Context: an optimization exercise on an open-source flow, tuned for small area. The choices shown serve that exercise and are no tape-out recipe.
Only simulation tests tie the RTL to the original design; equivalence was not proved.
Power and IR drop assume default switching activity.

==> v20: inputs <==
==> flow/design.v (excerpt) <==
module  sdram_pro_top
(
    input   wire            sys_clk         ,
    input   wire            sys_rst_n       ,
    input   wire            wr_fifo_wr_req  ,
    input   wire    [15:0]  wr_fifo_wr_data ,
    input   wire    [22:0]  sdram_wr_b_addr ,
    input   wire    [22:0]  sdram_wr_e_addr ,
    input   wire    [9:0]   wr_burst_len    ,
    output  wire    [9:0]   wr_fifo_num     ,
    input   wire            rd_fifo_rd_req  ,
    input   wire    [22:0]  sdram_rd_b_addr ,
    input   wire    [22:0]  sdram_rd_e_addr ,
    input   wire    [9:0]   rd_burst_len    ,
    output  wire    [15:0]  rd_fifo_rd_data ,
    output  wire    [9:0]   rd_fifo_num     ,
    input   wire            read_valid      ,
    output  wire            init_end        ,
    output  wire            sdram_cke       ,
    output  wire            sdram_cs_n      ,
    output  wire            sdram_ras_n     ,
    output  wire            sdram_cas_n     ,
    output  wire            sdram_we_n      ,
    output  wire    [1:0]   sdram_bank      ,
    output  wire    [11:0]  sdram_addr      ,
    output  wire    [1:0]   sdram_dqm       ,
    input   wire    [15:0]  sdram_dq_in     ,
    output  wire    [15:0]  sdram_dq_out    ,
    output  wire            sdram_dq_oe
);
    localparam A_INIT = 3'd0, A_ARB = 3'd1, A_REF = 3'd2, A_WR = 3'd3, A_RD = 3'd4;
    localparam W_IDLE = 4'd0, W_ACT = 4'd1, W_TRCD = 4'd2, W_BEGIN = 4'd3,
  ...
==> flow/config.mk <==
export PLATFORM = sky130hd
export DESIGN_NAME = sdram_pro_top
export DESIGN_NICKNAME = sdram_pro_top
export VERILOG_FILES = /design/flow/design.v
export SDC_FILE = /design/flow/constraint.sdc
export NUM_CORES = 4
export LEC_CHECK = 0
export CAP_MARGIN = 20
export CORE_MARGIN = 2
export CORE_UTILIZATION = 65
export GPL_TIMING_DRIVEN = 0
export SLEW_MARGIN = 20
==> flow/constraint.sdc <==
create_clock -name core_clock -period 10.0 [get_ports {sys_clk}]
set_input_delay 2.0000 -clock core_clock [delete_from_list [all_inputs] [get_ports {sys_clk}]]
set_output_delay 2.0000 -clock core_clock [all_outputs]
set_load 0.01 [all_outputs]
standard.sh (not shown) runs the stock make flow with config.mk's settings and CLKGATE_MAP_FILE= SYNTH_SCRIPT=/design/flow/synth_recipe.tcl, a recipe that flattens the netlist after the stock synthesis.
==> flow/flow/run.sh <==
#!/bin/bash
# Layout flow: the standard flow (standard.sh, unchanged synthesis), with
# two make variables added:
#  - the port buffers are sky130_fd_sc_hd__buf_1 (the smallest buffer)
#    instead of the cell buffer_ports picks by default;
set -euo pipefail
CTS="-sink_clustering_enable -repair_clock_nets -dont_use_dummy_load"
CTS="$CTS -buf_list sky130_fd_sc_hd__clkbuf_16"
CTS="$CTS -sink_clustering_size ${CTS_SIZE:-24} -sink_clustering_max_diameter ${CTS_DIAM:-100}"
bash standard.sh \
  "BUFFER_PORTS_ARGS=-inputs -outputs -buffer_cell sky130_fd_sc_hd__buf_1" \
  "CTS_ARGS=$CTS" \
  finish > make.log 2>&1
==> v16: changes against v20 <==
--- a/flow/design.v
+++ b/flow/design.v
@@ -463,35 +463,19 @@
     end
     always @(posedge sys_clk) begin
         if(wf_push)
             wf_mem[wf_wp] <= wr_fifo_wr_data;
     end
     assign wr_fifo_num  = {5'd0, wf_cnt};
     assign sdram_dq_oe  = wr_oe;
-    wire [15:0] wf_sel = 16'd1 << wf_last;
-    reg  [15:0] wf_rd;
-    integer wi;
-    always @(*) begin
-        wf_rd = 16'd0;
-        for(wi = 0; wi < 16; wi = wi + 1)
-            wf_rd = wf_rd | (wf_mem[wi] & {16{wf_sel[wi]}});
-    end
-    assign sdram_dq_out = w_flag_ack ? wf_rd : 16'd999;
+    assign sdram_dq_out = w_flag_ack ? wf_mem[wf_last] : 16'd999;
     reg  [15:0] rf_mem [0:15];
     reg  [3:0]  rf_wp;
     wire [3:0]  rf_rp = add_4(rf_wp, ~rf_cnt[3:0], 1'b1);
     reg  [15:0] rf_q;
-    wire [15:0] rf_sel = 16'd1 << rf_rp;
-    reg  [15:0] rf_rd;
-    integer ri;
-    always @(*) begin
-        rf_rd = 16'd0;
-        for(ri = 0; ri < 16; ri = ri + 1)
-            rf_rd = rf_rd | (rf_mem[ri] & {16{rf_sel[ri]}});
-    end
     wire        rf_push = rd_valid & ~rf_full;
     wire        rf_pop  = rd_fifo_rd_req & ~rf_empty;
     wire [13:0] rf_cnt_inc = inc_14({9'd0, rf_cnt});
     wire [13:0] rf_wp_inc  = inc_14({10'd0, rf_wp});
     wire [4:0]  rf_cnt_nxt = (rf_push & ~rf_pop) ? rf_cnt_inc[4:0] :
                              (rf_pop & ~rf_push) ? dec_5(rf_cnt) : rf_cnt;
     wire [3:0]  rf_wp_nxt  = rf_push ? rf_wp_inc[3:0] : rf_wp;
@@ -501,15 +485,15 @@
             rf_wp  <= 4'd0;
             rf_q   <= 16'd0;
         end
         else begin
             rf_cnt <= rf_cnt_nxt;
             rf_wp  <= rf_wp_nxt;
             if(rf_pop) begin
-                rf_q  <= rf_rd;
+                rf_q  <= rf_mem[rf_rp];
             end
         end
     end
     always @(posedge sys_clk) begin
         if(r_dp & ~rf_cnt_nxt[4])
             rf_mem[rf_wp_nxt] <= sdram_dq_in;
     end
--- a/flow/config.mk
+++ b/flow/config.mk
@@ -4,9 +4,8 @@
 export VERILOG_FILES = /design/flow/design.v
 export SDC_FILE = /design/flow/constraint.sdc
 export NUM_CORES = 4
 export LEC_CHECK = 0
 export CAP_MARGIN = 20
 export CORE_MARGIN = 2
 export CORE_UTILIZATION = 65
-export GPL_TIMING_DRIVEN = 0
 export SLEW_MARGIN = 20
==> v27: changes against v20 <==
--- a/flow/design.v
+++ b/flow/design.v
@@ -77,49 +77,35 @@
             c = 1'b1;
             for(i = 0; i < 5; i = i + 1) begin
                 dec_5[i] = a[i] ^ c;
                 c = ~a[i] & c;
             end
         end
     endfunction
-    function [3:0] add_4;
-        input [3:0] a;
-        input [3:0] b;
-        input       ci;
-        integer i;
-        reg c;
-        begin
-            c = ci;
-            for(i = 0; i < 4; i = i + 1) begin
-                add_4[i] = a[i] ^ b[i] ^ c;
-                c = (a[i] & b[i]) | (c & (a[i] ^ b[i]));
-            end
-        end
-    endfunction
     function lt_23;
         input [22:0] a;
         input [22:0] b;
         integer i;
         reg l;
         begin
             l = 1'b0;
             for(i = 0; i < 23; i = i + 1)
-                l = (~a[i] & b[i]) | (~a[i] & l) | (b[i] & l);
+                l = (~a[i] & b[i]) | (~(a[i] ^ b[i]) & l);
             lt_23 = l;
         end
     endfunction
     function lt_10;
         input [9:0] a;
         input [9:0] b;
         integer i;
         reg l;
         begin
             l = 1'b0;
             for(i = 0; i < 10; i = i + 1)
-                l = (~a[i] & b[i]) | (~a[i] & l) | (b[i] & l);
+                l = (~a[i] & b[i]) | (~(a[i] ^ b[i]) & l);
             lt_10 = l;
         end
     endfunction
     function [22:0] next_addr;
         input [22:0] addr;
         input [22:0] b;
         input [22:0] e;
@@ -440,76 +426,65 @@
     assign {sdram_cs_n, sdram_ras_n, sdram_cas_n, sdram_we_n} = o_cmd;
     assign sdram_bank = o_bank;
     assign sdram_addr = o_addr;
     assign sdram_cke  = 1'b1;
     assign sdram_dqm  = 2'b00;
     reg  [15:0] wf_mem [0:15];
     reg  [3:0]  wf_wp;
-    wire [3:0]  wf_last = add_4(wf_wp, ~wf_cnt[3:0], 1'b0);
+    reg  [3:0]  wf_last;
     wire        wf_push = wr_fifo_wr_req & ~wf_full;
     wire        wf_pop  = wr_ack & ~wf_empty;
     always @(posedge sys_clk or negedge sys_rst_n) begin
         if(!sys_rst_n) begin
             wf_cnt  <= 5'd0;
             wf_wp   <= 4'd0;
+            wf_last <= 4'hf;
         end
         else begin
             if(wf_push)
                 wf_wp <= inc_14({10'd0, wf_wp});
+            if(wf_pop)
+                wf_last <= inc_14({10'd0, wf_last});
             if(wf_push & ~wf_pop)
                 wf_cnt <= inc_14({9'd0, wf_cnt});
             else if(wf_pop & ~wf_push)
                 wf_cnt <= dec_5(wf_cnt);
         end
     end
     always @(posedge sys_clk) begin
         if(wf_push)
             wf_mem[wf_wp] <= wr_fifo_wr_data;
     end
     assign wr_fifo_num  = {5'd0, wf_cnt};
     assign sdram_dq_oe  = wr_oe;
-    wire [15:0] wf_sel = 16'd1 << wf_last;
-    reg  [15:0] wf_rd;
-    integer wi;
-    always @(*) begin
-        wf_rd = 16'd0;
-        for(wi = 0; wi < 16; wi = wi + 1)
-            wf_rd = wf_rd | (wf_mem[wi] & {16{wf_sel[wi]}});
-    end
-    assign sdram_dq_out = w_flag_ack ? wf_rd : 16'd999;
+    assign sdram_dq_out = w_flag_ack ? wf_mem[wf_last] : 16'd999;
     reg  [15:0] rf_mem [0:15];
     reg  [3:0]  rf_wp;
-    wire [3:0]  rf_rp = add_4(rf_wp, ~rf_cnt[3:0], 1'b1);
+    reg  [3:0]  rf_rp;
     reg  [15:0] rf_q;
-    wire [15:0] rf_sel = 16'd1 << rf_rp;
-    reg  [15:0] rf_rd;
-    integer ri;
-    always @(*) begin
-        rf_rd = 16'd0;
-        for(ri = 0; ri < 16; ri = ri + 1)
-            rf_rd = rf_rd | (rf_mem[ri] & {16{rf_sel[ri]}});
-    end
     wire        rf_push = rd_valid & ~rf_full;
     wire        rf_pop  = rd_fifo_rd_req & ~rf_empty;
     wire [13:0] rf_cnt_inc = inc_14({9'd0, rf_cnt});
     wire [13:0] rf_wp_inc  = inc_14({10'd0, rf_wp});
     wire [4:0]  rf_cnt_nxt = (rf_push & ~rf_pop) ? rf_cnt_inc[4:0] :
                              (rf_pop & ~rf_push) ? dec_5(rf_cnt) : rf_cnt;
     wire [3:0]  rf_wp_nxt  = rf_push ? rf_wp_inc[3:0] : rf_wp;
     always @(posedge sys_clk or negedge sys_rst_n) begin
         if(!sys_rst_n) begin
             rf_cnt <= 5'd0;
             rf_wp  <= 4'd0;
+            rf_rp  <= 4'd0;
             rf_q   <= 16'd0;
         end
         else begin
             rf_cnt <= rf_cnt_nxt;
             rf_wp  <= rf_wp_nxt;
             if(rf_pop) begin
-                rf_q  <= rf_rd;
+                rf_rp <= inc_14({10'd0, rf_rp});
+                rf_q  <= rf_mem[rf_rp];
             end
         end
     end
     always @(posedge sys_clk) begin
         if(r_dp & ~rf_cnt_nxt[4])
             rf_mem[rf_wp_nxt] <= sdram_dq_in;
     end
==> flow/run.sh (new file) <==
#!/bin/bash
# synth_recipe.tcl (not shown) runs the flow's synth.tcl, then flattens the netlist and writes it again
# the make line also repeats each setting of config.mk as NAME=value (left out here)
make -C /OpenROAD-flow-scripts/flow DESIGN_CONFIG=/design/flow/config.mk WORK_HOME=/design/flow/orfs CLKGATE_MAP_FILE= SYNTH_SCRIPT=/design/flow/synth_recipe.tcl finish
==> flow/config.mk (replaced) <==
export PLATFORM = sky130hd
export DESIGN_NAME = sdram_pro_top
export DESIGN_NICKNAME = sdram_pro_top
export VERILOG_FILES = /design/flow/design.v
export SDC_FILE = /design/flow/constraint.sdc
export NUM_CORES = 4
export LEC_CHECK = 0
export CAP_MARGIN = 20
export CORE_MARGIN = 2
export CORE_UTILIZATION = 40
export CTS_BUF_LIST = sky130_fd_sc_hd__clkbuf_4
export SLEW_MARGIN = 20
removed: flow/flow/run.sh
removed: flow/standard.sh
==> comparison <==
The lowest die area belongs to v20, the highest to v27.
Power: v16 is larger than v27 (9.7%).
First-iteration DRC count, lowest first: v27, v16, v20.
Clock power, highest first: v27, v16, v20.
Area after synthesis, highest first: v27, v16, v20.
Synthesized cell count, lowest first: v27, v16, v20.
==> figures <==
item	v20	v27	v16
Area of the multi-input gates	9360 sq um	10500 sq um	10500 sq um
Reg clk slew, reported paths	0.09 ns	0.06 ns	0.10 ns
Num Clock Sinks	672	680	672
Power Combinational	4180 uW	2780 uW	4810 uW
Status	no timing/DRC/antenna violations	no timing/DRC/antenna violations	no timing/DRC/antenna violations
Number of global-route vias before repair	19089	19212	17823
Final core area utilization	0.723	0.477	0.715
Share of power burned in combinational logic	0.466	0.313	0.494
Delay contributed by the slowest stage of the critical path	0.41 ns	0.53 ns	0.42 ns
Simple logic cell fraction of the synthesized area	0.0797	0.0488	0.0637
Worst path required time	10.37 ns	10.74 ns	10.31 ns
Final GP Congestion	0.940	0.845	0.900
Switching Fraction	0.407	0.319	0.347
Seq area share	0.607	0.536	0.587

## port drivers added, routing unchanged
No port has a modelled driver above. Below, the same layouts with a new extraction and two added sets of constraints. Step 1 assumes that a clkbuf_16 drives the clock port and a buf_2 every other input. Step 2 moves the port delays by t, midway between the first and last clock arrival at a register: inputs arrive t later, outputs are due t later. That takes back most of the time a late clock gives input paths. Three values: ideal ports, drivers, drivers and shift; two values: the first two.
run	shift t [ns]	setup WS [ns]	latest minus earliest clock arrival (ns)	cell pins on the clock port's net
v20	0.665	0.232 / 0.261 / -0.404	0.025 / 0.025	1
v16	0.613	0.339 / 0.378 / -0.234	0.056 / 0.057	1
v27	1.035	0.560 / 0.562 / -0.474	0.065 / 0.065	1
Met with ideal ports but missed after step 2: setup timing in every run listed. The setup slack of v27, which loses most, moves by +0.002 ns with the drivers and by -1.034 ns with both steps.
